Source: an optimization exercise on an open RTL-to-GDS flow (aim: small area, a short achievable clock period and few clock cycles). Production flows keep margins and buffers that such runs may drop. The RTL was checked by simulation tests, not by an equivalence proof against the original design. Power and IR drop assume default switching activity.

**flow/flow/run.sh**
```bash
#!/bin/bash
export SETUP_SLACK_MARGIN=7.5
bash standard.sh > standard.log 2>&1
```
**flow/constraint.sdc**
```tcl
create_clock -name core_clock -period 12.0 [get_ports {clk}]
set_input_delay 2.4000 -clock core_clock [delete_from_list [all_inputs] [get_ports {clk}]]
set_output_delay 2.4000 -clock core_clock [all_outputs]
set_load 0.01 [all_outputs]
```
**flow/standard.sh**
```bash
#!/bin/bash
# synth_recipe.tcl (not shown) runs the flow's synth.tcl, then flattens the netlist and writes it again
# the make line also repeats each setting of config.mk as NAME=value (left out here)
make -C /OpenROAD-flow-scripts/flow DESIGN_CONFIG=/design/flow/config.mk WORK_HOME=/design/flow/orfs CLKGATE_MAP_FILE= SYNTH_SCRIPT=/design/flow/synth_recipe.tcl "${@:-finish}"
```
**flow/config.mk**
```make
export PLATFORM = sky130hd
export DESIGN_NAME = mips_core
export DESIGN_NICKNAME = mips_core
export VERILOG_FILES = /design/flow/design.v
export SDC_FILE = /design/flow/constraint.sdc
export NUM_CORES = 4
export LEC_CHECK = 0
export ABC_CLOCK_PERIOD_IN_PS = 4500
export CAP_MARGIN = 20
export CORE_MARGIN = 2
export CORE_UTILIZATION = 40
export SLEW_MARGIN = 20
```
**flow/design.v**
```verilog
`timescale 1 ns/10 ps
module mips_core (clk, rst, iaddr, idata, daddr, dwr, ddout, ddin);
	input         clk;
	input         rst;
	output [9:0]  iaddr;
	input  [31:0] idata;
	output [7:0]  daddr;
	output [31:0] ddout;
	input  [31:0] ddin;
	output        dwr;
	reg  [9:0]  f_pc;
	wire        f_isJ = (idata[31:27] == 5'b00001);  
	reg  [9:0]  d_pc;
	reg  [31:0] d_ir;
	reg         d_valid;
	wire [5:0]  d_op     = d_ir[31:26];
	wire [4:0]  d_rs     = d_ir[25:21];
	wire [4:0]  d_rt     = d_ir[20:16];
	wire [4:0]  d_rd     = d_ir[15:11];
	wire [5:0]  d_funct  = d_ir[5:0];
	wire [31:0] d_imm32  = {{16{d_ir[15]}}, d_ir[15:0]};
	wire [10:0] d_link   = {1'b0, d_pc} + 11'd1;
	reg         d_RegWrite;
	reg  [4:0]  d_regtoWrite;
	reg         d_MemRead;
	reg         d_MemWrite;
	reg         d_Mul;
	reg  [1:0]  d_Res;        
	reg         d_Sub;
	reg  [1:0]  d_Logic;      
	reg  [1:0]  d_Shift;      
	reg         d_Unsigned;
	reg         d_AluSrc;     
	reg         d_ShiftVar;   
	reg         d_Lui;
	reg         d_Link;
	reg         d_useRs;
	reg         d_useRt;
	reg         d_Branch;
	reg  [2:0]  d_BrType;
	reg         d_jumpReg;    
	reg  [31:0] x_A;          
	reg  [31:0] x_B;          
	reg  [31:0] x_sd;         
	reg  [4:0]  x_sh;         
	reg  [1:0]  x_Res;
	reg         x_Sub;
	reg  [1:0]  x_Logic;
	reg  [1:0]  x_Shift;
	reg         x_Unsigned;
	reg         x_RegWrite;
	reg  [4:0]  x_regtoWrite;
	reg         x_MemRead;
	reg         x_MemWrite;
	reg         x_Mul;
	reg         x_BrE;        
	reg         x_jumpReg;
	reg  [2:0]  x_BrType;
	reg         x_pred;       
	reg  [9:0]  x_alt;        
	reg  [31:0] m_addr;       
	reg  [31:0] m_din;
	reg  [31:0] m_mul0;       
	reg  [31:0] m_mul1;
	reg  [31:0] m_mul2;
	reg         m_RegWrite;
	reg  [4:0]  m_regtoWrite;
	reg         m_MemRead;
	reg         m_MemWrite;
	reg         m_Mul;
	reg  [31:0] w_val;
	reg         w_RegWrite;
	reg  [4:0]  w_regtoWrite;
	reg  [31:0] RegBank [1:31];
	assign iaddr = f_pc;
	always @(*) begin
		d_RegWrite   = 1'b0;
		d_regtoWrite = d_rt;
		d_MemRead    = 1'b0;
		d_MemWrite   = 1'b0;
		d_Mul        = 1'b0;
		d_Res        = 2'd0;
		d_Sub        = 1'b0;
		d_Logic      = 2'd0;
		d_Shift      = 2'd0;
		d_Unsigned   = 1'b0;
		d_AluSrc     = 1'b0;
		d_ShiftVar   = 1'b0;
		d_Lui        = 1'b0;
		d_Link       = 1'b0;
		d_useRs      = 1'b0;
		d_useRt      = 1'b0;
		d_Branch     = 1'b0;
		d_BrType     = 3'd0;
		d_jumpReg    = 1'b0;
		case (d_op)
			6'b000000: begin  
				d_regtoWrite = d_rd;
				d_useRs = 1'b1;
				d_useRt = 1'b1;
				d_RegWrite = 1'b1;
				case (d_funct)
					6'b100000, 6'b100001: ;                                   
					6'b100010, 6'b100011: d_Sub = 1'b1;                       
					6'b100100: begin d_Res = 2'd1; d_Logic = 2'd0; end        
					6'b100101: begin d_Res = 2'd1; d_Logic = 2'd1; end        
					6'b100110: begin d_Res = 2'd1; d_Logic = 2'd2; end        
					6'b100111: begin d_Res = 2'd1; d_Logic = 2'd3; end        
					6'b101010: begin d_Res = 2'd3; d_Sub = 1'b1; end          
					6'b101011: begin d_Res = 2'd3; d_Sub = 1'b1; d_Unsigned = 1'b1; end  
					6'b000000: begin d_Res = 2'd2; d_Shift = 2'd0; d_useRs = 1'b0; end  
					6'b000010: begin d_Res = 2'd2; d_Shift = 2'd2; d_useRs = 1'b0; end  
					6'b000011: begin d_Res = 2'd2; d_Shift = 2'd3; d_useRs = 1'b0; end  
					6'b000100: begin d_Res = 2'd2; d_Shift = 2'd0; d_ShiftVar = 1'b1; end  
					6'b000110: begin d_Res = 2'd2; d_Shift = 2'd2; d_ShiftVar = 1'b1; end  
					6'b000111: begin d_Res = 2'd2; d_Shift = 2'd3; d_ShiftVar = 1'b1; end  
					6'b001000: begin  
						d_RegWrite = 1'b0;
						d_useRt = 1'b0;
						d_jumpReg = 1'b1;
					end
					6'b001001: begin  
						d_useRt = 1'b0;
						d_jumpReg = 1'b1;
						d_Link = 1'b1;
						d_Res = 2'd2;
						d_regtoWrite = 5'd31;
					end
					default: d_RegWrite = 1'b0;
				endcase
			end
			6'b011100: begin  
				d_regtoWrite = d_rd;
				d_useRs = 1'b1;
				d_useRt = 1'b1;
				d_Mul = 1'b1;
				d_RegWrite = (d_funct == 6'b000010);
			end
			6'b000100, 6'b000101: begin  
				d_useRs = 1'b1;
				d_useRt = 1'b1;
				d_Branch = 1'b1;
				d_BrType = {2'b00, d_op[0]};
			end
			6'b000110, 6'b000111: begin  
				d_useRs = 1'b1;
				d_Branch = 1'b1;
				d_BrType = {2'b01, d_op[0]};
			end
			6'b000001: begin  
				d_useRs = 1'b1;
				if (d_rt[3:1] == 3'b000) begin
					d_Branch = 1'b1;
					d_BrType = {2'b10, d_rt[0]};
					d_RegWrite = d_rt[4];
					d_regtoWrite = 5'd31;
					d_Link = 1'b1;
					d_Res = 2'd2;
				end
			end
			6'b000010: ;  
			6'b000011: begin  
				d_RegWrite = 1'b1;
				d_regtoWrite = 5'd31;
				d_Link = 1'b1;
				d_Res = 2'd2;
			end
			6'b100011: begin  
				d_useRs = 1'b1;
				d_AluSrc = 1'b1;
				d_RegWrite = 1'b1;
				d_MemRead = 1'b1;
			end
			6'b101011: begin  
				d_useRs = 1'b1;
				d_useRt = 1'b1;
				d_AluSrc = 1'b1;
				d_MemWrite = 1'b1;
			end
			6'b001000, 6'b001001: begin  
				d_useRs = 1'b1;
				d_AluSrc = 1'b1;
				d_RegWrite = 1'b1;
			end
			6'b001010: begin  
				d_useRs = 1'b1;
				d_AluSrc = 1'b1;
				d_RegWrite = 1'b1;
				d_Res = 2'd3;
				d_Sub = 1'b1;
			end
			6'b001011: begin  
				d_useRs = 1'b1;
				d_AluSrc = 1'b1;
				d_RegWrite = 1'b1;
				d_Res = 2'd3;
				d_Sub = 1'b1;
				d_Unsigned = 1'b1;
			end
			6'b001100: begin  
				d_useRs = 1'b1;
				d_AluSrc = 1'b1;
				d_RegWrite = 1'b1;
				d_Res = 2'd1;
				d_Logic = 2'd0;
			end
			6'b001101: begin  
				d_useRs = 1'b1;
				d_AluSrc = 1'b1;
				d_RegWrite = 1'b1;
				d_Res = 2'd1;
				d_Logic = 2'd1;
			end
			6'b001110: begin  
				d_useRs = 1'b1;
				d_AluSrc = 1'b1;
				d_RegWrite = 1'b1;
				d_Res = 2'd1;
				d_Logic = 2'd2;
			end
			6'b001111: begin  
				d_AluSrc = 1'b1;
				d_RegWrite = 1'b1;
				d_Lui = 1'b1;
				d_Res = 2'd2;
			end
			default: ;
		endcase
	end
	wire [31:0] rf_A = (d_rs == 5'd0) ? 32'd0 :
	                   (w_RegWrite && w_regtoWrite == d_rs) ? w_val : RegBank[d_rs];
	wire [31:0] rf_B = (d_rt == 5'd0) ? 32'd0 :
	                   (w_RegWrite && w_regtoWrite == d_rt) ? w_val : RegBank[d_rt];
	always @(posedge clk)
		if (w_RegWrite && w_regtoWrite != 5'd0)
			RegBank[w_regtoWrite] <= w_val;
	wire x_late  = x_MemRead || x_Mul;    
	wire m_late  = m_MemRead || m_Mul;
	wire x_hitRs = x_RegWrite && x_regtoWrite != 5'd0 && x_regtoWrite == d_rs;
	wire x_hitRt = x_RegWrite && x_regtoWrite != 5'd0 && x_regtoWrite == d_rt;
	wire m_hitRs = m_RegWrite && m_regtoWrite != 5'd0 && m_regtoWrite == d_rs;
	wire m_hitRt = m_RegWrite && m_regtoWrite != 5'd0 && m_regtoWrite == d_rt;
	wire stall = d_valid &&
	             ((d_useRs && ((x_late && x_hitRs) || (m_Mul && m_hitRs))) ||
	              (d_useRt && ((x_late && x_hitRt) || (m_Mul && m_hitRt))));
	wire d_cond  = d_Branch && (d_ir[15:0] != 16'd0);
	wire d_ctrl  = d_cond || d_jumpReg;
	wire d_defer = (d_useRs && (x_hitRs || (m_hitRs && m_late))) ||
	               (d_useRt && (x_hitRt || (m_hitRt && m_late)));
	wire [31:0] d_regA = m_hitRs ? m_addr : rf_A;
	wire [31:0] d_regB = m_hitRt ? m_addr : rf_B;
	reg taken;
	always @(*) begin
		case (d_BrType)
			3'b000: taken = (d_regA == d_regB);                           
			3'b001: taken = (d_regA != d_regB);                           
			3'b010: taken = d_regA[31] || (d_regA == 32'd0);              
			3'b011: taken = !d_regA[31] && (d_regA != 32'd0);             
			3'b100: taken = d_regA[31];                                   
			3'b101: taken = !d_regA[31];                                  
			default: taken = 1'b0;
		endcase
	end
	wire [9:0] d_pc1        = d_pc + 10'd1;
	wire [9:0] branch_value = d_pc1 + d_ir[9:0];
	wire d_go     = d_valid && !stall;
	wire d_pred   = d_ir[15];                  
	wire d_takeB  = d_go && d_cond && (d_defer ? d_pred : taken);
	wire d_takeR  = d_go && d_jumpReg && !d_defer;
	wire [31:0] bx = x_B ^ {32{x_Sub}};
	wire [33:0] sum = {1'b0, x_A, 1'b1} + {1'b0, bx, x_Sub};
	wire lt = x_Unsigned ? !sum[33] :
	          (x_A[31] ^ x_B[31]) ? x_A[31] : sum[32];
	reg [31:0] logicZ;
	always @(*) begin
		case (x_Logic)
			2'd0: logicZ = x_A & x_B;
			2'd1: logicZ = x_A | x_B;
			2'd2: logicZ = x_A ^ x_B;
			default: logicZ = ~(x_A | x_B);
		endcase
	end
	wire [63:0] shext = {{32{x_Shift[0] & x_B[31]}}, x_B};
	wire [31:0] sr    = shext >> x_sh;
	wire [31:0] sl    = x_B << x_sh;
	wire [31:0] shiftZ = x_Shift[1] ? sr : sl;
	reg [31:0] aluZ;
	always @(*) begin
		case (x_Res)
			2'd0: aluZ = sum[32:1];
			2'd1: aluZ = logicZ;
			2'd2: aluZ = shiftZ;
			default: aluZ = {31'd0, lt};
		endcase
	end
	reg x_taken;
	always @(*) begin
		case (x_BrType)
			3'b000: x_taken = (x_A == x_B);
			3'b001: x_taken = (x_A != x_B);
			3'b010: x_taken = x_A[31] || (x_A == 32'd0);
			3'b011: x_taken = !x_A[31] && (x_A != 32'd0);
			3'b100: x_taken = x_A[31];
			3'b101: x_taken = !x_A[31];
			default: x_taken = 1'b0;
		endcase
	end
	wire x_redirect = x_BrE && (x_jumpReg || (x_taken != x_pred));
	wire [9:0] x_target = x_jumpReg ? x_A[9:0] : x_alt;
	wire redirect = d_takeB || d_takeR;
	wire [9:0] nextPC = x_redirect ? x_target :
	                    d_takeR    ? d_regA[9:0] :
	                    d_takeB    ? branch_value :
	                    f_isJ      ? idata[9:0] : f_pc + 10'd1;
	wire [31:0] m_ms  = m_mul0 ^ m_mul1 ^ m_mul2;
	wire [31:0] m_mc  = {((m_mul0 & m_mul1) | (m_mul0 & m_mul2) | (m_mul1 & m_mul2)), 1'b0};
	wire [31:0] m_res = m_Mul ? m_ms + m_mc : m_addr;
	wire [31:0] m_val = m_MemRead ? ddin : m_res;
	wire sA_x  = x_hitRs;
	wire sA_m  = !x_hitRs && m_hitRs && !m_MemRead;
	wire sA_l  = !x_hitRs && m_hitRs && m_MemRead;
	wire sA_r  = !x_hitRs && !m_hitRs;
	wire sB_x  = x_hitRt;
	wire sB_m  = !x_hitRt && m_hitRt && !m_MemRead;
	wire sB_l  = !x_hitRt && m_hitRt && m_MemRead;
	wire sB_r  = !x_hitRt && !m_hitRt;
	wire [31:0] fw_A = ({32{sA_x}} & aluZ) | ({32{sA_m}} & m_addr) |
	                   ({32{sA_r}} & rf_A) | ({32{sA_l}} & ddin);
	wire [31:0] fw_B = ({32{sB_x}} & aluZ) | ({32{sB_m}} & m_addr) |
	                   ({32{sB_r}} & rf_B) | ({32{sB_l}} & ddin);
	wire d_immB = d_Lui || d_Link || d_AluSrc;
	wire [31:0] d_kB  = d_Lui  ? {d_ir[15:0], 16'h0000} :
	                    d_Link ? {21'd0, d_link} : d_imm32;
	wire [31:0] op_B = ({32{d_immB}} & d_kB) |
	                   ({32{!d_immB && sB_x}} & aluZ) | ({32{!d_immB && sB_m}} & m_addr) |
	                   ({32{!d_immB && sB_r}} & rf_B) | ({32{!d_immB && sB_l}} & ddin);
	wire [32:0] mt_b = {x_sd, 1'b0};
	wire [32:0] mt_a = {x_A, 1'b0};    
	wire mt_one0 = mt_b[1] ^ mt_b[0];
	wire mt_two0 = (mt_b[2] & ~mt_b[1] & ~mt_b[0]) | (~mt_b[2] & mt_b[1] & mt_b[0]);
	wire mt_neg0 = mt_b[2];
	wire [31:0] mt_p0 = (({32{mt_one0}} & mt_a[32:1]) | ({32{mt_two0}} & mt_a[31:0])) ^ {32{mt_neg0}};
	wire [31:0] mt_r0 = mt_p0;
	wire mt_one1 = mt_b[3] ^ mt_b[2];
	wire mt_two1 = (mt_b[4] & ~mt_b[3] & ~mt_b[2]) | (~mt_b[4] & mt_b[3] & mt_b[2]);
	wire mt_neg1 = mt_b[4];
	wire [29:0] mt_p1 = (({30{mt_one1}} & mt_a[30:1]) | ({30{mt_two1}} & mt_a[29:0])) ^ {30{mt_neg1}};
	wire [31:0] mt_r1 = {mt_p1, 1'b0, mt_neg0};
	wire mt_one2 = mt_b[5] ^ mt_b[4];
	wire mt_two2 = (mt_b[6] & ~mt_b[5] & ~mt_b[4]) | (~mt_b[6] & mt_b[5] & mt_b[4]);
	wire mt_neg2 = mt_b[6];
	wire [27:0] mt_p2 = (({28{mt_one2}} & mt_a[28:1]) | ({28{mt_two2}} & mt_a[27:0])) ^ {28{mt_neg2}};
	wire [31:0] mt_r2 = {mt_p2, 1'b0, mt_neg1, 2'd0};
	wire mt_one3 = mt_b[7] ^ mt_b[6];
	wire mt_two3 = (mt_b[8] & ~mt_b[7] & ~mt_b[6]) | (~mt_b[8] & mt_b[7] & mt_b[6]);
	wire mt_neg3 = mt_b[8];
	wire [25:0] mt_p3 = (({26{mt_one3}} & mt_a[26:1]) | ({26{mt_two3}} & mt_a[25:0])) ^ {26{mt_neg3}};
	wire [31:0] mt_r3 = {mt_p3, 1'b0, mt_neg2, 4'd0};
	wire mt_one4 = mt_b[9] ^ mt_b[8];
	wire mt_two4 = (mt_b[10] & ~mt_b[9] & ~mt_b[8]) | (~mt_b[10] & mt_b[9] & mt_b[8]);
	wire mt_neg4 = mt_b[10];
	wire [23:0] mt_p4 = (({24{mt_one4}} & mt_a[24:1]) | ({24{mt_two4}} & mt_a[23:0])) ^ {24{mt_neg4}};
	wire [31:0] mt_r4 = {mt_p4, 1'b0, mt_neg3, 6'd0};
	wire mt_one5 = mt_b[11] ^ mt_b[10];
	wire mt_two5 = (mt_b[12] & ~mt_b[11] & ~mt_b[10]) | (~mt_b[12] & mt_b[11] & mt_b[10]);
	wire mt_neg5 = mt_b[12];
	wire [21:0] mt_p5 = (({22{mt_one5}} & mt_a[22:1]) | ({22{mt_two5}} & mt_a[21:0])) ^ {22{mt_neg5}};
	wire [31:0] mt_r5 = {mt_p5, 1'b0, mt_neg4, 8'd0};
	wire mt_one6 = mt_b[13] ^ mt_b[12];
	wire mt_two6 = (mt_b[14] & ~mt_b[13] & ~mt_b[12]) | (~mt_b[14] & mt_b[13] & mt_b[12]);
	wire mt_neg6 = mt_b[14];
	wire [19:0] mt_p6 = (({20{mt_one6}} & mt_a[20:1]) | ({20{mt_two6}} & mt_a[19:0])) ^ {20{mt_neg6}};
	wire [31:0] mt_r6 = {mt_p6, 1'b0, mt_neg5, 10'd0};
	wire mt_one7 = mt_b[15] ^ mt_b[14];
	wire mt_two7 = (mt_b[16] & ~mt_b[15] & ~mt_b[14]) | (~mt_b[16] & mt_b[15] & mt_b[14]);
	wire mt_neg7 = mt_b[16];
	wire [17:0] mt_p7 = (({18{mt_one7}} & mt_a[18:1]) | ({18{mt_two7}} & mt_a[17:0])) ^ {18{mt_neg7}};
	wire [31:0] mt_r7 = {mt_p7, 1'b0, mt_neg6, 12'd0};
	wire mt_one8 = mt_b[17] ^ mt_b[16];
	wire mt_two8 = (mt_b[18] & ~mt_b[17] & ~mt_b[16]) | (~mt_b[18] & mt_b[17] & mt_b[16]);
	wire mt_neg8 = mt_b[18];
	wire [15:0] mt_p8 = (({16{mt_one8}} & mt_a[16:1]) | ({16{mt_two8}} & mt_a[15:0])) ^ {16{mt_neg8}};
	wire [31:0] mt_r8 = {mt_p8, 1'b0, mt_neg7, 14'd0};
	wire mt_one9 = mt_b[19] ^ mt_b[18];
	wire mt_two9 = (mt_b[20] & ~mt_b[19] & ~mt_b[18]) | (~mt_b[20] & mt_b[19] & mt_b[18]);
	wire mt_neg9 = mt_b[20];
	wire [13:0] mt_p9 = (({14{mt_one9}} & mt_a[14:1]) | ({14{mt_two9}} & mt_a[13:0])) ^ {14{mt_neg9}};
	wire [31:0] mt_r9 = {mt_p9, 1'b0, mt_neg8, 16'd0};
	wire mt_one10 = mt_b[21] ^ mt_b[20];
	wire mt_two10 = (mt_b[22] & ~mt_b[21] & ~mt_b[20]) | (~mt_b[22] & mt_b[21] & mt_b[20]);
	wire mt_neg10 = mt_b[22];
	wire [11:0] mt_p10 = (({12{mt_one10}} & mt_a[12:1]) | ({12{mt_two10}} & mt_a[11:0])) ^ {12{mt_neg10}};
	wire [31:0] mt_r10 = {mt_p10, 1'b0, mt_neg9, 18'd0};
	wire mt_one11 = mt_b[23] ^ mt_b[22];
	wire mt_two11 = (mt_b[24] & ~mt_b[23] & ~mt_b[22]) | (~mt_b[24] & mt_b[23] & mt_b[22]);
	wire mt_neg11 = mt_b[24];
	wire [9:0] mt_p11 = (({10{mt_one11}} & mt_a[10:1]) | ({10{mt_two11}} & mt_a[9:0])) ^ {10{mt_neg11}};
	wire [31:0] mt_r11 = {mt_p11, 1'b0, mt_neg10, 20'd0};
	wire mt_one12 = mt_b[25] ^ mt_b[24];
	wire mt_two12 = (mt_b[26] & ~mt_b[25] & ~mt_b[24]) | (~mt_b[26] & mt_b[25] & mt_b[24]);
	wire mt_neg12 = mt_b[26];
	wire [7:0] mt_p12 = (({8{mt_one12}} & mt_a[8:1]) | ({8{mt_two12}} & mt_a[7:0])) ^ {8{mt_neg12}};
	wire [31:0] mt_r12 = {mt_p12, 1'b0, mt_neg11, 22'd0};
	wire mt_one13 = mt_b[27] ^ mt_b[26];
	wire mt_two13 = (mt_b[28] & ~mt_b[27] & ~mt_b[26]) | (~mt_b[28] & mt_b[27] & mt_b[26]);
	wire mt_neg13 = mt_b[28];
	wire [5:0] mt_p13 = (({6{mt_one13}} & mt_a[6:1]) | ({6{mt_two13}} & mt_a[5:0])) ^ {6{mt_neg13}};
	wire [31:0] mt_r13 = {mt_p13, 1'b0, mt_neg12, 24'd0};
	wire mt_one14 = mt_b[29] ^ mt_b[28];
	wire mt_two14 = (mt_b[30] & ~mt_b[29] & ~mt_b[28]) | (~mt_b[30] & mt_b[29] & mt_b[28]);
	wire mt_neg14 = mt_b[30];
	wire [3:0] mt_p14 = (({4{mt_one14}} & mt_a[4:1]) | ({4{mt_two14}} & mt_a[3:0])) ^ {4{mt_neg14}};
	wire [31:0] mt_r14 = {mt_p14, 1'b0, mt_neg13, 26'd0};
	wire mt_one15 = mt_b[31] ^ mt_b[30];
	wire mt_two15 = (mt_b[32] & ~mt_b[31] & ~mt_b[30]) | (~mt_b[32] & mt_b[31] & mt_b[30]);
	wire mt_neg15 = mt_b[32];
	wire [1:0] mt_p15 = (({2{mt_one15}} & mt_a[2:1]) | ({2{mt_two15}} & mt_a[1:0])) ^ {2{mt_neg15}};
	wire [31:0] mt_r15 = {mt_p15, 1'b0, mt_neg14, 28'd0};
	wire [31:0] mt_r16 = {1'b0, mt_neg15, 30'd0};
	wire [31:0] mt_s1_0 = mt_r0 ^ mt_r1 ^ mt_r2;
	wire [31:0] mt_c1_0 = {((mt_r0 & mt_r1) | (mt_r0 & mt_r2) | (mt_r1 & mt_r2)), 1'b0};
	wire [31:0] mt_s1_1 = mt_r3 ^ mt_r4 ^ mt_r5;
	wire [31:0] mt_c1_1 = {((mt_r3 & mt_r4) | (mt_r3 & mt_r5) | (mt_r4 & mt_r5)), 1'b0};
	wire [31:0] mt_s1_2 = mt_r6 ^ mt_r7 ^ mt_r8;
	wire [31:0] mt_c1_2 = {((mt_r6 & mt_r7) | (mt_r6 & mt_r8) | (mt_r7 & mt_r8)), 1'b0};
	wire [31:0] mt_s1_3 = mt_r9 ^ mt_r10 ^ mt_r11;
	wire [31:0] mt_c1_3 = {((mt_r9 & mt_r10) | (mt_r9 & mt_r11) | (mt_r10 & mt_r11)), 1'b0};
	wire [31:0] mt_s1_4 = mt_r12 ^ mt_r13 ^ mt_r14;
	wire [31:0] mt_c1_4 = {((mt_r12 & mt_r13) | (mt_r12 & mt_r14) | (mt_r13 & mt_r14)), 1'b0};
	wire [31:0] mt_s2_0 = mt_s1_0 ^ mt_c1_0 ^ mt_s1_1;
	wire [31:0] mt_c2_0 = {((mt_s1_0 & mt_c1_0) | (mt_s1_0 & mt_s1_1) | (mt_c1_0 & mt_s1_1)), 1'b0};
	wire [31:0] mt_s2_1 = mt_c1_1 ^ mt_s1_2 ^ mt_c1_2;
	wire [31:0] mt_c2_1 = {((mt_c1_1 & mt_s1_2) | (mt_c1_1 & mt_c1_2) | (mt_s1_2 & mt_c1_2)), 1'b0};
	wire [31:0] mt_s2_2 = mt_s1_3 ^ mt_c1_3 ^ mt_s1_4;
	wire [31:0] mt_c2_2 = {((mt_s1_3 & mt_c1_3) | (mt_s1_3 & mt_s1_4) | (mt_c1_3 & mt_s1_4)), 1'b0};
	wire [31:0] mt_s2_3 = mt_c1_4 ^ mt_r15 ^ mt_r16;
	wire [31:0] mt_c2_3 = {((mt_c1_4 & mt_r15) | (mt_c1_4 & mt_r16) | (mt_r15 & mt_r16)), 1'b0};
	wire [31:0] mt_s3_0 = mt_s2_0 ^ mt_c2_0 ^ mt_s2_1;
	wire [31:0] mt_c3_0 = {((mt_s2_0 & mt_c2_0) | (mt_s2_0 & mt_s2_1) | (mt_c2_0 & mt_s2_1)), 1'b0};
	wire [31:0] mt_s3_1 = mt_c2_1 ^ mt_s2_2 ^ mt_c2_2;
	wire [31:0] mt_c3_1 = {((mt_c2_1 & mt_s2_2) | (mt_c2_1 & mt_c2_2) | (mt_s2_2 & mt_c2_2)), 1'b0};
	wire [31:0] mt_s4_0 = mt_s3_0 ^ mt_c3_0 ^ mt_s3_1;
	wire [31:0] mt_c4_0 = {((mt_s3_0 & mt_c3_0) | (mt_s3_0 & mt_s3_1) | (mt_c3_0 & mt_s3_1)), 1'b0};
	wire [31:0] mt_s4_1 = mt_c3_1 ^ mt_s2_3 ^ mt_c2_3;
	wire [31:0] mt_c4_1 = {((mt_c3_1 & mt_s2_3) | (mt_c3_1 & mt_c2_3) | (mt_s2_3 & mt_c2_3)), 1'b0};
	wire [31:0] mt_s5_0 = mt_s4_0 ^ mt_c4_0 ^ mt_s4_1;
	wire [31:0] mt_c5_0 = {((mt_s4_0 & mt_c4_0) | (mt_s4_0 & mt_s4_1) | (mt_c4_0 & mt_s4_1)), 1'b0};
	wire [31:0] mt_o0 = mt_s5_0;
	wire [31:0] mt_o1 = mt_c5_0;
	wire [31:0] mt_o2 = mt_c4_1;
	wire d_issue = d_go && !x_redirect;
	always @(posedge clk) begin
		if (rst) begin
			f_pc       <= 10'd0;
			d_valid    <= 1'b0;
			x_RegWrite <= 1'b0;
			x_MemRead  <= 1'b0;
			x_MemWrite <= 1'b0;
			x_Mul      <= 1'b0;
			x_BrE      <= 1'b0;
			m_RegWrite <= 1'b0;
			m_MemRead  <= 1'b0;
			m_MemWrite <= 1'b0;
			m_Mul      <= 1'b0;
			w_RegWrite <= 1'b0;
		end else begin
			if (x_redirect || !stall) begin
				f_pc    <= nextPC;
				d_valid <= !x_redirect && !redirect;
			end
			x_RegWrite   <= d_issue && d_RegWrite;
			x_MemRead    <= d_issue && d_MemRead;
			x_MemWrite   <= d_issue && d_MemWrite;
			x_Mul        <= d_issue && d_Mul;
			x_BrE        <= d_issue && d_ctrl && d_defer;
			m_RegWrite   <= x_RegWrite;
			m_MemRead    <= x_MemRead;
			m_MemWrite   <= x_MemWrite;
			m_Mul        <= x_Mul;
			w_RegWrite   <= m_RegWrite;
		end
	end
	always @(posedge clk) begin
		if (!stall) begin
			d_pc <= f_pc;
			d_ir <= idata;
		end
		x_A          <= fw_A;
		x_B          <= op_B;
		x_sd         <= fw_B;
		x_sh         <= d_ShiftVar ? fw_A[4:0] : (d_Lui || d_Link) ? 5'd0 : d_ir[10:6];
		x_Res        <= d_Res;
		x_Sub        <= d_Sub;
		x_Logic      <= d_Logic;
		x_Shift      <= d_Shift;
		x_Unsigned   <= d_Unsigned;
		x_regtoWrite <= d_regtoWrite;
		x_jumpReg    <= d_jumpReg;
		x_BrType     <= d_BrType;
		x_pred       <= d_pred;
		x_alt        <= d_pred ? d_pc1 : branch_value;
		m_addr       <= aluZ;
		m_din        <= x_sd;
		m_mul0       <= mt_o0;
		m_mul1       <= mt_o1;
		m_mul2       <= mt_o2;
		m_regtoWrite <= x_regtoWrite;
		w_val        <= m_val;
		w_regtoWrite <= m_regtoWrite;
	end
	assign daddr = m_addr[7:0];
	assign ddout = m_din;
	assign dwr   = m_MemWrite;
endmodule
```
==> results.sh, run 1 <==
export IMPL_status="timing/DRC/antenna clean"
export IMPL_fill_cells=18690
export IMPL_drt_pass1_iter_count=7
export IMPL_final_period_utilization_pct=41.29
export IMPL_antenna_found_initial=22
export IMPL_start_kind="register"
export IMPL_postSynthAreaPerCell_um2=11.38
export IMPL_p_leak_nw=36.86
export IMPL_synth_top_cell_area_share_pct=36.72
export IMPL_setup_tns_ns=0
export IMPL_synth_seq_cells=1363
export IMPL_root_buffer="clkbuf_16"
export IMPL_cts_buffer_depth=3
export IMPL_synth_common_cells="edfxtp_1, nor2_1, nand2_1"
export IMPL_rows=168
export IMPL_crit_path_end_kind="register"
export IMPL_yosys_warnings=1
export IMPL_path_class="reg -> reg"
export IMPL_overflow=0
export IMPL_setup_viol=0
export IMPL_yosysMostFrequentCell="edfxtp_1"
export IMPL_initial_utilization_pct=40.31
export IMPL_ir_drop_uv=295.2
export IMPL_netlist_top_cells_area="edfxtp_1, mux4_2, dfxtp_1"
export IMPL_grt_total_usage_pct=34.73
export IMPL_drive_above_1_share_pct=21.52
export IMPL_r2r_slack_ns=7.05
export IMPL_drt_wl_total_um=386800
export IMPL_ant_nets=0
export IMPL_critPathRequiredTime_ns=12.72
export IMPL_max_slew_worst_pin_slew_ns=1.170
export IMPL_finalHoldViolCount=0
export IMPL_io_buffers=116
export IMPL_setup_slack_ns=7.045
export IMPL_fmax_mhz=201.8
export IMPL_core_area_um2=209800
export IMPL_grt_max_degree=99
export IMPL_synth_largest_area_cell="edfxtp_1"
export IMPL_synth_flop_cell="edfxtp_1"
export IMPL_syn_num_nets=7900
export IMPL_yosys_cell_types_count=105
export IMPL_fp_dieH_um=463.8
export IMPL_grt_pass1_vias=66960
export IMPL_relSlewSlack_pct=21.53
export IMPL_yosysSeqAreaShare_pct=44.51
export IMPL_hold_start="x_regtoWrite[0]"
export IMPL_gp_congestion=1.005
export IMPL_grt_pass1_wl_um=530100
export IMPL_vias=71310
export IMPL_cts_tree="yes"
export IMPL_ctsHoldBuffers=0
export IMPL_io_pins=117
export IMPL_clk_latency_ns=0.88
export IMPL_wl_per_cell_um=36.72
export IMPL_remaining_drc_errors=0
export IMPL_synth_enable_flop_cells=1034
export IMPL_fin_crit_ns=4.955
export IMPL_cap_viol_max_count=0
export IMPL_clock_sinks=1363
export IMPL_die_w_um=463.8
export IMPL_htree_levels=4
export IMPL_syn2layout_area_growth_pct=19.14
export IMPL_drtIter0Drc=12060
export IMPL_arrival_ns=5.67
export IMPL_syn_area_um2=84550
export IMPL_hpwlAfterDp_um=239300
export IMPL_skew_ns=0.06070
export IMPL_via_per_inst=6.770
export IMPL_finalMaxSlewViolations=0
export IMPL_syn_instance_count=7430
export IMPL_critPathMaxFanout=40
export IMPL_pre_cts_slack_ns=5.228
export IMPL_synthArstFlopShare_pct=0
export IMPL_cts_clk_slew_worst_paths_ns=0.06
export IMPL_cts_made_buffers=152
export IMPL_finalNetCount=8066
export IMPL_hold_class="reg -> reg"
export IMPL_die_area_um2=215100
export IMPL_rsz0062_at_grt="true"
export IMPL_power_density_nw_per_um2=212.6
==> area by class of cell <==
class / count / area [um^2] / area share [%]
multi-input cells: 5075 / 44620 / 44.30
flip-flops and latches: 1363 / 37840 / 37.56
repair buffers: 655 / 8155 / 8.096
clock buffers: 196 / 4118 / 4.088
well taps: 2805 / 3510 / 3.484
inverters: 349 / 1393 / 1.382
clock inverters: 79 / 1074 / 1.066
diodes: 11 / 27.53 / 0.02733
==> state kept, by name, summed over array words and instances (netlist names), 10 cells and up, named ones only <==
signal	flops
x_sd	32
x_B	32
m_mul1	26
RegBank	992
d_ir	32
m_din	32
m_addr	32
x_A	32
x_alt	10
d_pc	10
w_val	32
m_mul0	32
f_pc	10
==> cells by family (layout without fill, tap and decap cells) <==
logic type	Yosys count	count (layout)	share of synthesized area, %
AO/OA/AOI/OAI	1968	1968	15.84
AND/OR/NAND/NOR	1651	1652	8.581
flip-flops	1363	1363	44.51
buffers and inverters	993	1279	5.157
multiplexers	825	825	15.84
adder cells (fa/ha/maj)	404	404	7.727
XOR/XNOR	226	226	2.341
other	0	11	0
==> power breakdown <==
| group | switching [W] | internal, W | total (W) |
|---|---|---|---|
| logic | 0.00585 | 0.00389 | 0.00974 |
| clock network | 0.00211 | 0.00283 | 0.00494 |
| registers | 0.000724 | 0.00602 | 0.00674 |
==> path summary, 6_finish.rpt <==
path,cells past startpoint,endpoint
max,17,f_pc[2]
min,0,m_regtoWrite[0]
max reg2reg,17,f_pc[2]
min reg2reg,0,m_regtoWrite[0]
==> what timing repair did <==
action | in CTS | in global routing
buffers inserted | 176 | 67
gates resized for setup | 623 | 168
pin swaps | 84 | 68
setup endpoints to repair | 149 | 125
cloned | 53 | 9
==> worst max-delay path, stage by stage (launching register included) <==
cell,delay [ns]
dfxtp_4,0.42
buf_16,0.22
nand2_2,0.32
buf_4,0.42
nor2_1,0.10
a2111o_1,0.38
nand3_1,0.27
o211ai_1,0.31
xnor2_1,0.27
nand2_1,0.07
a32oi_1,0.31
o2111ai_2,0.22
nor4b_4,0.37
xor2_1,0.22
o211a_4,0.24
mux2_4,0.31
o211ai_1,0.17
a21oi_1,0.08
==> metrics by stage <==
stage	total power (W)	util (%)	cell area (um^2)	hold slack (ns)	cells
6_report	0.02142	48.02	100700	0.4105	10530
5_1_grt	0.02237	48.01	100700	0.4110	10520
4_1_cts	0.02089	47.31	99250	0.4098	10450
3_5_place_dp	0.01531	42.14	88400	0.4043	9942
3_3_place_gp	0.01530	42.13	88380	0.3968	9940
2_1_floorplan	0.01184	-	84560	0.3290	7430
==> metal layers <==
layer  vias up  GRT usage (%)  wire length, um
met2      6000          51.97           166300
met4        12          24.92            35250
met3      1492          9.654            51740
li1      28590              -                -
met1     35210          43.17           133500
met5         -         0.1114               84
==> layout by cell type (no fill, tap or decap), types with 164 or more instances in the layout <==
cell / n
ha_1: 207
o21ai_0: 404
clkbuf_16: 164
a21oi_1: 263
mux4_2: 397
dfxtp_1: 246
nand2_1: 453
edfxtp_1: 1034
a211oi_1: 280
mux2i_1: 380
buf_4: 343
nor2_1: 660
a22oi_1: 194
inv_1: 314
fa_1: 190
Testbench counts, summed over its fixed seeds: cycles 23,936.
==> run 2: changes to the inputs <==
==> flow/flow/run.sh (replaced) <==
#!/bin/bash
export SETUP_SLACK_MARGIN=7.5
export TNS_END_PERCENT=10
bash standard.sh > standard.log 2>&1
==> results.sh, run 2 <==
export IMPL_setup_tns_ns=0
export IMPL_synth_fa_ha_area_share_pct=7.727
export IMPL_yosys_cell_types_count=105
export IMPL_synth_compound_area_share_pct=15.84
export IMPL_hpwlAfterDp_um=239300
export IMPL_place_area_um2=88400
export IMPL_synth_enable_flop_cells=1034
export IMPL_power_density_nw_per_um2=212.1
export IMPL_cts_buffer_depth=3
export IMPL_synth_largest_area_cell="edfxtp_1"
export IMPL_root_buffer="clkbuf_16"
export IMPL_die_w_um=463.8
export IMPL_synth_xor_area_share_pct=2.341
export IMPL_synth_seq_cells=1363
export IMPL_final_period_utilization_pct=41.43
export IMPL_layout_commonest_cell="edfxtp_1"
export IMPL_synth_top_cell_area_share_pct=36.72
export IMPL_rsz0062_at_grt="true"
export IMPL_setup_slack_ns=7.028
export IMPL_max_slew_worst_pin_slew_ns=1.162
export IMPL_io_pins=117
export IMPL_ant_nets=0
export IMPL_initial_utilization_pct=40.31
export IMPL_grt_max_degree=99
export IMPL_relSlewSlack_pct=21.71
export IMPL_ctsHoldBuffers=0
export IMPL_fmax_mhz=201.1
export IMPL_ir_drop_uv=283.1
export IMPL_p_leak_nw=36.60
export IMPL_remaining_drc_errors=0
export IMPL_gp_congestion=1.005
export IMPL_crit_path_cell_trace="buf_12 -> buf_8 -> inv_1 -> buf_4 -> a311oi_1 -> a211o_1 -> o211ai_1 -> a21boi_0 -> a21oi_1 -> a21boi_1 -> o2111ai_2 -> nor4b_4 -> xor2_1 -> o211a_4 -> mux2_1 -> o21ai_1 -> a211oi_1"
export IMPL_core_area_um2=209800
export IMPL_cpPeakStageDelay_ns=0.44
export IMPL_synthMuxAreaShare_pct=15.84
export IMPL_grt_pass1_wl_um=522200
export IMPL_cap_viol_max_count=0
export IMPL_drt_pass1_iter_count=8
export IMPL_synthArstFlopShare_pct=0
export IMPL_antenna_found_initial=16
export IMPL_setup_viol=0
export IMPL_rows=168
export IMPL_yosysSeqAreaShare_pct=44.51
export IMPL_synth_top_family_by_area="compound AO/OA/AOI/OAI gates"
export IMPL_syn_instance_count=7430
export IMPL_cts_clk_slew_worst_paths_ns=0.06
export IMPL_skew_ns=0.05580
export IMPL_fp_dieH_um=463.8
export IMPL_via_per_inst=6.762
export IMPL_status="timing/DRC/antenna clean"
export IMPL_die_area_um2=215100
export IMPL_yosys_warnings=1
export IMPL_drtIter0Drc=12150
export IMPL_finalNetCount=8054
export IMPL_arrival_ns=5.67
export IMPL_hold_class="reg -> reg"
export IMPL_synth_common_cells="edfxtp_1, nor2_1, nand2_1"
export IMPL_largest_reg_flops=992
export IMPL_wl_per_cell_um=36.57
export IMPL_postSynthAreaPerCell_um2=11.38
export IMPL_synth_flop_cell="edfxtp_1"
export IMPL_drive_above_1_share_pct=20.84
export IMPL_syn_num_nets=7900
export IMPL_syn_area_um2=84550
export IMPL_critPathRequiredTime_ns=12.70
export IMPL_pre_cts_slack_ns=5.228
export IMPL_fill_cells=18710
export IMPL_critPathMaxFanout=36
export IMPL_syn2layout_area_growth_pct=18.57
export IMPL_cts_made_buffers=152
export IMPL_io_buffers=116
export IMPL_yosys_area_share_simple_pct=8.581
export IMPL_clock_sinks=1363
export IMPL_layout_common_cells="edfxtp_1, nor2_1, nand2_1"
export IMPL_vias=71130
export IMPL_hold_slack_ns=0.4140
export IMPL_netlist_top_cells_area="edfxtp_1, mux4_2, dfxtp_1"
export IMPL_finalHoldViolCount=0
export IMPL_final_area_um2=100300
export IMPL_cts_tree="yes"
export IMPL_start_kind="register"
export IMPL_finalMaxSlewViolations=0
export IMPL_crit_path_end_kind="register"
export IMPL_grt_total_usage_pct=34.14
export IMPL_htree_levels=4
export IMPL_overflow=0
export IMPL_max_flop_register="RegBank"
export IMPL_drt_wl_total_um=384700
export IMPL_path_class="reg -> reg"
export IMPL_grt_pass1_vias=66340
export IMPL_clk_latency_ns=0.88
export IMPL_yosysMostFrequentCell="edfxtp_1"
export IMPL_fin_crit_ns=4.972
export IMPL_cp_slowest_cell="dfxtp_2"
-- run 2: cell counts after synthesis --
Identical to the previous run, type by type.
-- run 2: logic make-up after synthesis --
logic type                 Yosys count
AOI/OAI and AO/OA                 1968
xor gates and xnor gates           226
adders and majority gates          404
buffers and inverters              993
DFF                               1363
muxes                              825
and+or+nand+nor                   1651
-- run 2: area by class of cell --
type,instances,area [um^2],share of cell area [%]
clock inverters,79,1074,1.071
flip-flops and latches,1363,37830,37.74
well taps,2805,3510,3.501
diodes,9,22.52,0.02246
repair buffers,643,7893,7.873
inverters,349,1383,1.379
clock buffers,196,4118,4.107
multi-input cells,5075,44420,44.31
-- run 2: worst paths after layout --
check                                     start              end  slack (ns)  cells after the start
worst max-delay path                   register          f_pc[0]        7.03                     17
worst min-delay path            x_regtoWrite[0]  m_regtoWrite[0]        0.41                      0
worst max register to register         register          f_pc[0]        7.03                     17
worst min register to register  x_regtoWrite[0]  m_regtoWrite[0]        0.41                      0
-- run 2: worst max-delay path: cells and delay by family (launching register included) --
family	cells	cell delay [ns]
buffers and inverters	4	0.95
XOR/XNOR	1	0.22
AND/OR/NAND/NOR	1	0.37
AO/OA/AOI/OAI	10	2.35
flip-flops	1	0.44
multiplexers	1	0.34
-- run 2: through the flow --
stage	utilization, %	std cells	total power (W)
floorplan	-	7430	0.01184
global placement	42.13	9940	0.01530
detailed placement	42.14	9942	0.01531
CTS	46.62	10380	0.02065
global route	47.78	10510	0.02222
finish	47.79	10520	0.02126
-- run 2: report_power, final --
| group | internal, W | switching [W] | total [W] |
|---|---|---|---|
| clock network | 0.00283 | 0.00212 | 0.00494 |
| logic | 0.00382 | 0.00576 | 0.00958 |
| registers | 0.00602 | 0.000718 | 0.00673 |
-- run 2: metal layers --
layer,vias up,GRT usage (%),part of all wire [%]
li1,28570,-,-
met1,35170,42.71,35
met2,5928,51.18,43
met3,1456,9.302,13
met4,14,23.99,8.9
met5,-,0,0.028
-- run 2: repair_timing --
| item | in CTS | in global routing |
|---|---|---|
| resized for setup | 454 | 276 |
| setup buffers | 118 | 115 |
| cloned | 40 | 20 |
| setup endpoints to repair | 149 | 147 |
| pin swaps | 54 | 68 |
==> run 3: changes to the inputs <==
--- a/flow/design.v
+++ b/flow/design.v
@@ -227,10 +227,18 @@
 			default: ;
 		endcase
 	end
-	wire [31:0] rf_A = (d_rs == 5'd0) ? 32'd0 :
-	                   (w_RegWrite && w_regtoWrite == d_rs) ? w_val : RegBank[d_rs];
-	wire [31:0] rf_B = (d_rt == 5'd0) ? 32'd0 :
-	                   (w_RegWrite && w_regtoWrite == d_rt) ? w_val : RegBank[d_rt];
+	reg [31:0] rb_A, rb_B;
+	integer k;
+	always @(*) begin
+		rb_A = 32'd0;
+		rb_B = 32'd0;
+		for (k = 1; k < 32; k = k + 1) begin
+			rb_A = rb_A | ({32{d_rs == k}} & RegBank[k]);
+			rb_B = rb_B | ({32{d_rt == k}} & RegBank[k]);
+		end
+	end
+	wire [31:0] rf_A = (w_RegWrite && w_regtoWrite != 5'd0 && w_regtoWrite == d_rs) ? w_val : rb_A;
+	wire [31:0] rf_B = (w_RegWrite && w_regtoWrite != 5'd0 && w_regtoWrite == d_rt) ? w_val : rb_B;
 	always @(posedge clk)
 		if (w_RegWrite && w_regtoWrite != 5'd0)
 			RegBank[w_regtoWrite] <= w_val;
@@ -245,10 +253,10 @@
 	              (d_useRt && ((x_late && x_hitRt) || (m_Mul && m_hitRt))));
 	wire d_cond  = d_Branch && (d_ir[15:0] != 16'd0);
 	wire d_ctrl  = d_cond || d_jumpReg;
-	wire d_defer = (d_useRs && (x_hitRs || (m_hitRs && m_late))) ||
-	               (d_useRt && (x_hitRt || (m_hitRt && m_late)));
-	wire [31:0] d_regA = m_hitRs ? m_addr : rf_A;
-	wire [31:0] d_regB = m_hitRt ? m_addr : rf_B;
+	wire d_defer = (d_useRs && (x_hitRs || m_hitRs)) ||
+	               (d_useRt && (x_hitRt || m_hitRt));
+	wire [31:0] d_regA = rf_A;
+	wire [31:0] d_regB = rf_B;
 	reg taken;
 	always @(*) begin
 		case (d_BrType)
@@ -308,10 +316,10 @@
 	wire x_redirect = x_BrE && (x_jumpReg || (x_taken != x_pred));
 	wire [9:0] x_target = x_jumpReg ? x_A[9:0] : x_alt;
 	wire redirect = d_takeB || d_takeR;
-	wire [9:0] nextPC = x_redirect ? x_target :
-	                    d_takeR    ? d_regA[9:0] :
-	                    d_takeB    ? branch_value :
-	                    f_isJ      ? idata[9:0] : f_pc + 10'd1;
+	wire [9:0] nextPC0 = x_redirect ? x_target :
+	                     d_takeR    ? d_regA[9:0] :
+	                     f_isJ      ? idata[9:0] : f_pc + 10'd1;
+	wire [9:0] nextPC  = (d_takeB && !x_redirect) ? branch_value : nextPC0;
 	wire [31:0] m_ms  = m_mul0 ^ m_mul1 ^ m_mul2;
 	wire [31:0] m_mc  = {((m_mul0 & m_mul1) | (m_mul0 & m_mul2) | (m_mul1 & m_mul2)), 1'b0};
 	wire [31:0] m_res = m_Mul ? m_ms + m_mc : m_addr;
==> flow/flow/run.sh (replaced) <==
#!/bin/bash
export SETUP_SLACK_MARGIN=7.5
bash standard.sh > standard.log 2>&1
--- a/flow/config.mk
+++ b/flow/config.mk
@@ -5,8 +5,7 @@
 export SDC_FILE = /design/flow/constraint.sdc
 export NUM_CORES = 4
 export LEC_CHECK = 0
-export ABC_CLOCK_PERIOD_IN_PS = 4500
 export CAP_MARGIN = 20
 export CORE_MARGIN = 2
-export CORE_UTILIZATION = 40
+export CORE_UTILIZATION = 65
 export SLEW_MARGIN = 20
==> results.sh, run 3 <==
export IMPL_status="stopped before the end"
export IMPL_lastStage="5_1_grt"
export IMPL_stop_error="[ERROR GRT-0232] Routing congestion too high. Check the congestion heatmap in the GUI."
export IMPL_synthArstFlopShare_pct=0
export IMPL_synth_enable_flop_cells=1034
export IMPL_yosysMostFrequentCell="and3_1"
export IMPL_initial_utilization_pct=65.55
export IMPL_grt_max_degree=77
export IMPL_yosys_warnings=1
export IMPL_synth_xor_area_share_pct=2.553
export IMPL_fp_dieH_um=362.8
export IMPL_io_pins=117
export IMPL_cts_made_buffers=142
export IMPL_pre_cts_slack_ns=4.992
export IMPL_postSynthAreaPerCell_um2=10.26
export IMPL_worst_endpoint="f_pc[0]$_SDFFE_PP0P_/D"
export IMPL_gp_congestion=1.064
export IMPL_yosysSeqAreaShare_pct=44.73
export IMPL_io_buffers=116
export IMPL_htree_levels=4
export IMPL_grt_total_usage_pct=80.88
export IMPL_synth_seq_cells=1353
export IMPL_syn_area_um2=83700
export IMPL_hpwlAfterDp_um=238200
export IMPL_synthMuxAreaShare_pct=4.419
export IMPL_synth_largest_area_cell="edfxtp_1"
export IMPL_synth_top_cell_area_share_pct=37.10
export IMPL_syn_instance_count=8156
export IMPL_netlist_top_cells_area="edfxtp_1, and3_1, dfxtp_1"
export IMPL_worstEpCategory="register input"
export IMPL_synth_fa_ha_area_share_pct=7.806
export IMPL_synth_common_cells="and3_1, edfxtp_1, nor2_1"
export IMPL_yosys_cell_types_count=104
export IMPL_synth_compound_area_share_pct=16.57
export IMPL_clock_sinks=1353
export IMPL_overflow=55
export IMPL_syn_num_nets=8626
export IMPL_rows=131
export IMPL_die_w_um=362.8
export IMPL_synth_flop_cell="edfxtp_1"
export IMPL_yosys_area_share_simple_pct=18.49
export IMPL_cts_buffer_depth=3
export IMPL_root_buffer="clkbuf_16"
export IMPL_synth_top_family_by_area="simple AND/OR/NAND/NOR gates"
run 3: changes by cell type after synthesis, sizes merged, moves of 79 or more:
| cell | delta |
|---|---|
| o21ai | -79 |
| clkbuf | +143 |
| and3 | +1100 |
| a2111oi | +319 |
| nand2 | -158 |
| mux2i | -162 |
| mux4 | -353 |
| and4 | +83 |
| a21oi | -82 |
run 3: through the flow:
stage                     power [W]  instance area [um^2]  instances  util (%)  hold WS, ns
after CTS                   0.02202                100300      10030     78.53       0.4144
after global placement      0.01638                 86120       9393     67.45       0.3899
after floorplan             0.01249                 83720       8156         -       0.3290
after detailed placement    0.01661                 86130       9393     67.46       0.4003
run 3: cells by family after synthesis:
| logic type | after synthesis |
|---|---|
| AOI/OAI and AO/OA | 1921 |
| xor gates and xnor gates | 244 |
| adders and majority gates | 404 |
| buffers and inverters | 1117 |
| DFF | 1353 |
| muxes | 302 |
| and+or+nand+nor | 2815 |
run 3: what timing repair did:
action	4_1_cts
setup endpoints to repair	114
pin swaps	158
gates resized for setup	981
endpoints found under the hold margin	0
setup buffers	279
cloned	101
hold buffers	0
run 3: power groups by stage:
stage	clock (W)	combinational (W)	sequential [W]
after detailed placement	0	0.00973	0.00688
after floorplan	0	0.00597	0.00652
after CTS	0.00460	0.0106	0.00680
after global placement	0	0.00952	0.00686
run 3: layer usage:
metal  GRT usage (%)  overflow
met1           80.99         6
met2           91.91        17
met3           72.20         3
met4           77.13        29
met5           52.87         0
run 3: worst max-delay path by stage:
| stage | startpoint | to | slack (ns) | depth (start not counted) |
|---|---|---|---|---|
| detailed placement | d_ir[24] | f_pc[1] | 4.99 | 16 |
| global placement | d_ir[24] | f_pc[1] | 5.06 | 16 |
| CTS | d_ir[24] | f_pc[1] | 7.30 | 20 |
| floorplan | x_sd[5] | m_mul0[31] | 7.50 | 20 |
Testbench counts of run 3, summed over its fixed seeds: cycles 23,973.
==> run 4: changes to the inputs <==
--- a/flow/design.v
+++ b/flow/design.v
@@ -9,10 +9,18 @@
 	input  [31:0] ddin;
 	output        dwr;
 	reg  [9:0]  f_pc;
-	wire        f_isJ = (idata[31:27] == 5'b00001);  
+	reg  [9:0]  ras;          
+	reg         ras_v;
+	wire [9:0]  f_pc1 = f_pc + 10'd1;
+	wire        f_isJ  = (idata[31:27] == 5'b00001);  
+	wire        f_isRet = ras_v && idata[31:26] == 6'b000000 &&
+	                      idata[25:21] == 5'd31 && idata[5:0] == 6'b001000;  
+	wire        f_pred = f_isJ || f_isRet;
+	wire [9:0]  f_target = f_isJ ? idata[9:0] : ras;
 	reg  [9:0]  d_pc;
 	reg  [31:0] d_ir;
 	reg         d_valid;
+	reg         d_fp;         
 	wire [5:0]  d_op     = d_ir[31:26];
 	wire [4:0]  d_rs     = d_ir[25:21];
 	wire [4:0]  d_rt     = d_ir[20:16];
@@ -274,7 +282,8 @@
 	wire d_go     = d_valid && !stall;
 	wire d_pred   = d_ir[15];                  
 	wire d_takeB  = d_go && d_cond && (d_defer ? d_pred : taken);
-	wire d_takeR  = d_go && d_jumpReg && !d_defer;
+	wire d_takeR  = d_go && d_jumpReg && !d_defer &&
+	                (!d_fp || d_regA[9:0] != f_pc);
 	wire [31:0] bx = x_B ^ {32{x_Sub}};
 	wire [33:0] sum = {1'b0, x_A, 1'b1} + {1'b0, bx, x_Sub};
 	wire lt = x_Unsigned ? !sum[33] :
@@ -313,13 +322,14 @@
 			default: x_taken = 1'b0;
 		endcase
 	end
-	wire x_redirect = x_BrE && (x_jumpReg || (x_taken != x_pred));
+	wire x_redirect = x_BrE && (x_jumpReg ? (!x_pred || x_A[9:0] != x_alt) :
+	                                        (x_taken != x_pred));
 	wire [9:0] x_target = x_jumpReg ? x_A[9:0] : x_alt;
 	wire redirect = d_takeB || d_takeR;
 	wire [9:0] nextPC0 = x_redirect ? x_target :
-	                     d_takeR    ? d_regA[9:0] :
-	                     f_isJ      ? idata[9:0] : f_pc + 10'd1;
-	wire [9:0] nextPC  = (d_takeB && !x_redirect) ? branch_value : nextPC0;
+	                     f_pred     ? f_target : f_pc1;
+	wire [9:0] nextPC  = ((d_takeB || d_takeR) && !x_redirect) ?
+	                     (d_takeR ? d_regA[9:0] : branch_value) : nextPC0;
 	wire [31:0] m_ms  = m_mul0 ^ m_mul1 ^ m_mul2;
 	wire [31:0] m_mc  = {((m_mul0 & m_mul1) | (m_mul0 & m_mul2) | (m_mul1 & m_mul2)), 1'b0};
 	wire [31:0] m_res = m_Mul ? m_ms + m_mc : m_addr;
@@ -460,6 +470,7 @@
 	always @(posedge clk) begin
 		if (rst) begin
 			f_pc       <= 10'd0;
+			ras_v      <= 1'b0;
 			d_valid    <= 1'b0;
 			x_RegWrite <= 1'b0;
 			x_MemRead  <= 1'b0;
@@ -476,6 +487,8 @@
 				f_pc    <= nextPC;
 				d_valid <= !x_redirect && !redirect;
 			end
+			if (d_issue && d_Link && (d_op == 6'b000011 || d_jumpReg))
+				ras_v    <= 1'b1;
 			x_RegWrite   <= d_issue && d_RegWrite;
 			x_MemRead    <= d_issue && d_MemRead;
 			x_MemWrite   <= d_issue && d_MemWrite;
@@ -492,7 +505,10 @@
 		if (!stall) begin
 			d_pc <= f_pc;
 			d_ir <= idata;
+			d_fp <= f_pred;
 		end
+		if (d_issue && d_Link && (d_op == 6'b000011 || d_jumpReg))
+			ras <= d_pc1;
 		x_A          <= fw_A;
 		x_B          <= op_B;
 		x_sd         <= fw_B;
@@ -505,8 +521,8 @@
 		x_regtoWrite <= d_regtoWrite;
 		x_jumpReg    <= d_jumpReg;
 		x_BrType     <= d_BrType;
-		x_pred       <= d_pred;
-		x_alt        <= d_pred ? d_pc1 : branch_value;
+		x_pred       <= d_jumpReg ? d_fp : d_pred;
+		x_alt        <= d_jumpReg ? f_pc : d_pred ? d_pc1 : branch_value;
 		m_addr       <= aluZ;
 		m_din        <= x_sd;
 		m_mul0       <= mt_o0;
==> flow/flow/run.sh (replaced) <==
#!/bin/bash
export SETUP_SLACK_MARGIN=7.5
export TNS_END_PERCENT=10
bash standard.sh > standard.log 2>&1
--- a/flow/config.mk
+++ b/flow/config.mk
@@ -7,5 +7,5 @@
 export LEC_CHECK = 0
 export CAP_MARGIN = 20
 export CORE_MARGIN = 2
-export CORE_UTILIZATION = 65
+export CORE_UTILIZATION = 40
 export SLEW_MARGIN = 20
==> results.sh, run 4 <==
export IMPL_start_kind="register"
export IMPL_wl_per_cell_um=41.98
export IMPL_critPathLaunch="d_ir[23]"
export IMPL_setup_viol=0
export IMPL_drt_wl_total_um=473600
export IMPL_relSlewSlack_pct=9.217
export IMPL_clock_sinks=1365
export IMPL_synth_top_family_by_area="simple AND/OR/NAND/NOR gates"
export IMPL_drt_pass1_iter_count=15
export IMPL_synth_seq_cells=1365
export IMPL_drive_above_1_share_pct=16.44
export IMPL_finalHoldViolCount=0
export IMPL_final_area_um2=100700
export IMPL_crit_path_end="f_pc[3]"
export IMPL_grt_pass1_vias=74600
export IMPL_layout_commonest_cell="edfxtp_1"
export IMPL_pre_cts_slack_ns=5.172
export IMPL_synth_xor_area_share_pct=2.725
export IMPL_fp_dieH_um=462.8
export IMPL_cpPeakStageDelay_ns=0.66
export IMPL_fmax_mhz=195.7
export IMPL_critPathRequiredTime_ns=12.68
export IMPL_fin_crit_ns=5.109
export IMPL_syn_num_nets=8675
export IMPL_yosysSeqAreaShare_pct=44.88
export IMPL_grt_total_usage_pct=41.02
export IMPL_cts_buffer_depth=3
export IMPL_antenna_found_initial=69
export IMPL_drtIter0Drc=17430
export IMPL_postSynthAreaPerCell_um2=10.26
export IMPL_ctsHoldBuffers=0
export IMPL_cap_viol_max_count=0
export IMPL_fill_cells=18960
export IMPL_place_area_um2=88630
export IMPL_final_period_utilization_pct=42.58
export IMPL_max_slew_worst_pin_slew_ns=1.324
export IMPL_reg2reg_depth=18
export IMPL_die_w_um=462.8
export IMPL_worstReg2RegEnd="f_pc[3]"
export IMPL_place_inst=10660
export IMPL_io_pins=117
export IMPL_cts_clk_slew_worst_paths_ns=0.06
export IMPL_largest_reg_flops=992
export IMPL_regArea_um2=37900
export IMPL_hpwlAfterDp_um=284300
export IMPL_die_area_um2=214200
export IMPL_remaining_drc_errors=0
export IMPL_p_leak_nw=39.63
export IMPL_core_area_um2=209400
export IMPL_path_class="reg -> reg"
export IMPL_fin_cells=11280
export IMPL_vias=83920
export IMPL_final_util_pct=48.08
export IMPL_htree_levels=4
export IMPL_finalNetCount=8726
export IMPL_ant_nets=0
export IMPL_synth_common_cells="edfxtp_1, and3_1, nor2_1"
export IMPL_grt_max_degree=135
export IMPL_gp_congestion=1.077
export IMPL_power_density_nw_per_um2=224.4
export IMPL_root_buffer="clkbuf_16"
export IMPL_setup_slack_ns=6.891
export IMPL_netlist_top_cells_area="edfxtp_1, and3_1, dfxtp_1"
export IMPL_overflow=0
export IMPL_rows=168
export IMPL_cts_made_buffers=155
export IMPL_critPathMaxFanout=33
export IMPL_hold_class="reg -> reg"
export IMPL_yosysMostFrequentCell="edfxtp_1"
export IMPL_synthArstFlopShare_pct=0
export IMPL_r2r_slack_ns=6.89
export IMPL_timing_critical_path_mode_cell="a31oi_4"
export IMPL_layout_common_cells="edfxtp_1, and3_1, nor2_1"
export IMPL_clk_latency_ns=0.88
export IMPL_cts_tree="yes"
export IMPL_via_per_inst=7.439
export IMPL_r2r_start="d_ir[23]"
export IMPL_grt_pass1_wl_um=617600
export IMPL_synthMuxAreaShare_pct=4.289
export IMPL_ir_drop_uv=383.7
export IMPL_status="timing/DRC/antenna clean"
export IMPL_synth_top_cell_area_share_pct=37.27
export IMPL_io_buffers=116
export IMPL_syn_area_um2=84200
export IMPL_initial_utilization_pct=40.22
export IMPL_setup_tns_ns=0
export IMPL_crit_path_cell_trace="buf_12 -> nor3b_2 -> buf_6 -> buf_8 -> a32o_1 -> a221oi_2 -> and4_2 -> a31oi_4 -> nor4_4 -> nand4_1 -> buf_4 -> o21a_1 -> nor3_2 -> a31oi_4 -> o21bai_4 -> clkbuf_16 -> mux2i_1 -> o21ai_1"
export IMPL_rsz0062_at_grt="true"
export IMPL_yosys_warnings=1
export IMPL_max_flop_register="RegBank"
export IMPL_finalMaxSlewViolations=0
export IMPL_syn_instance_count=8205
export IMPL_synth_largest_area_cell="edfxtp_1"
export IMPL_skew_ns=0.07879
export IMPL_crit_path_end_kind="register"
export IMPL_syn2layout_area_growth_pct=19.55
export IMPL_yosys_area_share_simple_pct=18.15
export IMPL_yosys_cell_types_count=100
export IMPL_multi_input_area_um2=44690
export IMPL_synth_compound_area_share_pct=16.88
export IMPL_synth_enable_flop_cells=1045
export IMPL_cp_slowest_cell="nor4_4"
export IMPL_synth_fa_ha_area_share_pct=7.760
export IMPL_synth_flop_cell="edfxtp_1"
export IMPL_arrival_ns=5.79
-- run 4: cell count changes after synthesis, moves of 16 or more --
cell,previous run,this run
clkbuf_1,565,615
and3_1,1130,1033
nand4_1,52,92
buf_2,110,55
nor2b_1,62,30
o21a_1,11,28
nand2_1,314,331
and4_1,91,69
nor2_1,685,708
a2111oi_0,327,303
a21oi_1,210,194
nand2b_1,36,56
a22oi_1,189,258
-- run 4: how the worst min path moves through the flow --
| stage | startpoint | to | slack [ns] | depth (start not counted) |
|---|---|---|---|---|
| after floorplan | x_sd[0] | m_din[0] | 0.33 | 0 |
| after global placement | x_regtoWrite[1] | m_regtoWrite[1] | 0.40 | 0 |
| after detailed placement | m_regtoWrite[1] | w_regtoWrite[1] | 0.39 | 0 |
| final | m_regtoWrite[1] | w_regtoWrite[1] | 0.42 | 0 |
| after CTS | m_regtoWrite[1] | w_regtoWrite[1] | 0.41 | 0 |
| after global routing | x_regtoWrite[3] | m_regtoWrite[3] | 0.42 | 0 |
-- run 4: report_power, final --
part | total (W) | switching, W | internal (W)
Combinational | 0.0107 | 0.00662 | 0.00413
Sequential | 0.00676 | 0.000666 | 0.00609
Clock | 0.00508 | 0.00227 | 0.00282
-- run 4: area by class of cell --
type,count,share of cell area [%]
multi-input cells,5739,44.40
inverters,326,1.269
clock buffers,190,4.117
clock inverters,98,1.195
diodes,90,0.2237
repair buffers,669,7.653
flip-flops and latches,1365,37.66
well taps,2805,3.487
-- run 4: through the flow --
| stage | hold slack (ns) | power [W] |
|---|---|---|
| after global routing | 0.4205 | 0.02359 |
| final | 0.4175 | 0.02259 |
| after global placement | 0.4004 | 0.01634 |
| after floorplan | 0.3290 | 0.01252 |
| after detailed placement | 0.3948 | 0.01661 |
| after CTS | 0.4130 | 0.02188 |
-- run 4: critical path: cells and delay by family (launching register included) --
family,cells,cell delay [ns]
mux,1,0.18
simple gates,5,1.66
compound gates,7,1.47
flops,1,0.41
buf+inv,5,1.06
-- run 4: repair_timing --
item / CTS / global route
cloned: 23 / 35
gates resized for setup: 348 / 507
setup buffers: 95 / 90
pin swaps: 47 / 80
endpoints found under the setup margin: 149 / 131
endpoints found under the hold margin: 0 / 0
-- run 4: logic make-up (layout without fill, tap and decap cells) --
logic type               after synthesis  count (layout)
AND/OR/NAND/NOR                     2806            2816
AO/OA/AOI/OAI                       1960            1960
flip-flops                          1365            1365
buffers and inverters               1111            1283
adder cells (fa/ha/maj)              404             404
multiplexers                         297             297
XOR/XNOR                             262             262
other                                  0              90
-- run 4: per-layer routing --
| layer | GRT usage, % | vias to the layer above | wire [um] | part of all wire (%) |
|---|---|---|---|---|
| met3 | 18.90 | 2847 | 80170 | 17 |
| li1 | - | 31430 | - | - |
| met4 | 32.31 | 54 | 50490 | 11 |
| met1 | 49.23 | 40430 | 157500 | 33 |
| met2 | 56.24 | 9162 | 184300 | 39 |
| met5 | 0.8467 | - | 1100 | 0.23 |
Testbench counts of run 4, summed over its fixed seeds: cycles 23,332.

what the ideal ports hide:
The results above use ideal ports. As a check the final layouts listed here were re-extracted and re-timed, cells and wires unchanged. Step 1: set_driving_cell puts a clkbuf_16 on clk and a buf_2 on each other input, an assumption about the parent block. Step 2 times the ports against the registers' clock, not the clock port: input delays grow and output delays shrink by t, the midpoint of the rising clock arrivals with the driver on. Slacks: no drivers / after step 1 / after step 2; pairs: no drivers / after step 1.
run | t, ns | setup WS [ns] | worst slew at a driven data input, ns
run 1 | 0.935 | 7.045 / 7.045 / 6.780 | 0.07
run 2 | 0.932 | 7.028 / 7.028 / 6.830 | 0.07
run 4 | 0.933 | 6.891 / 6.891 / 6.433 | 0.11
After both steps every run listed still meets setup and hold. For run 4, which loses most, drivers alone change the setup slack by 0.000 ns; drivers and shift together by -0.458 ns.
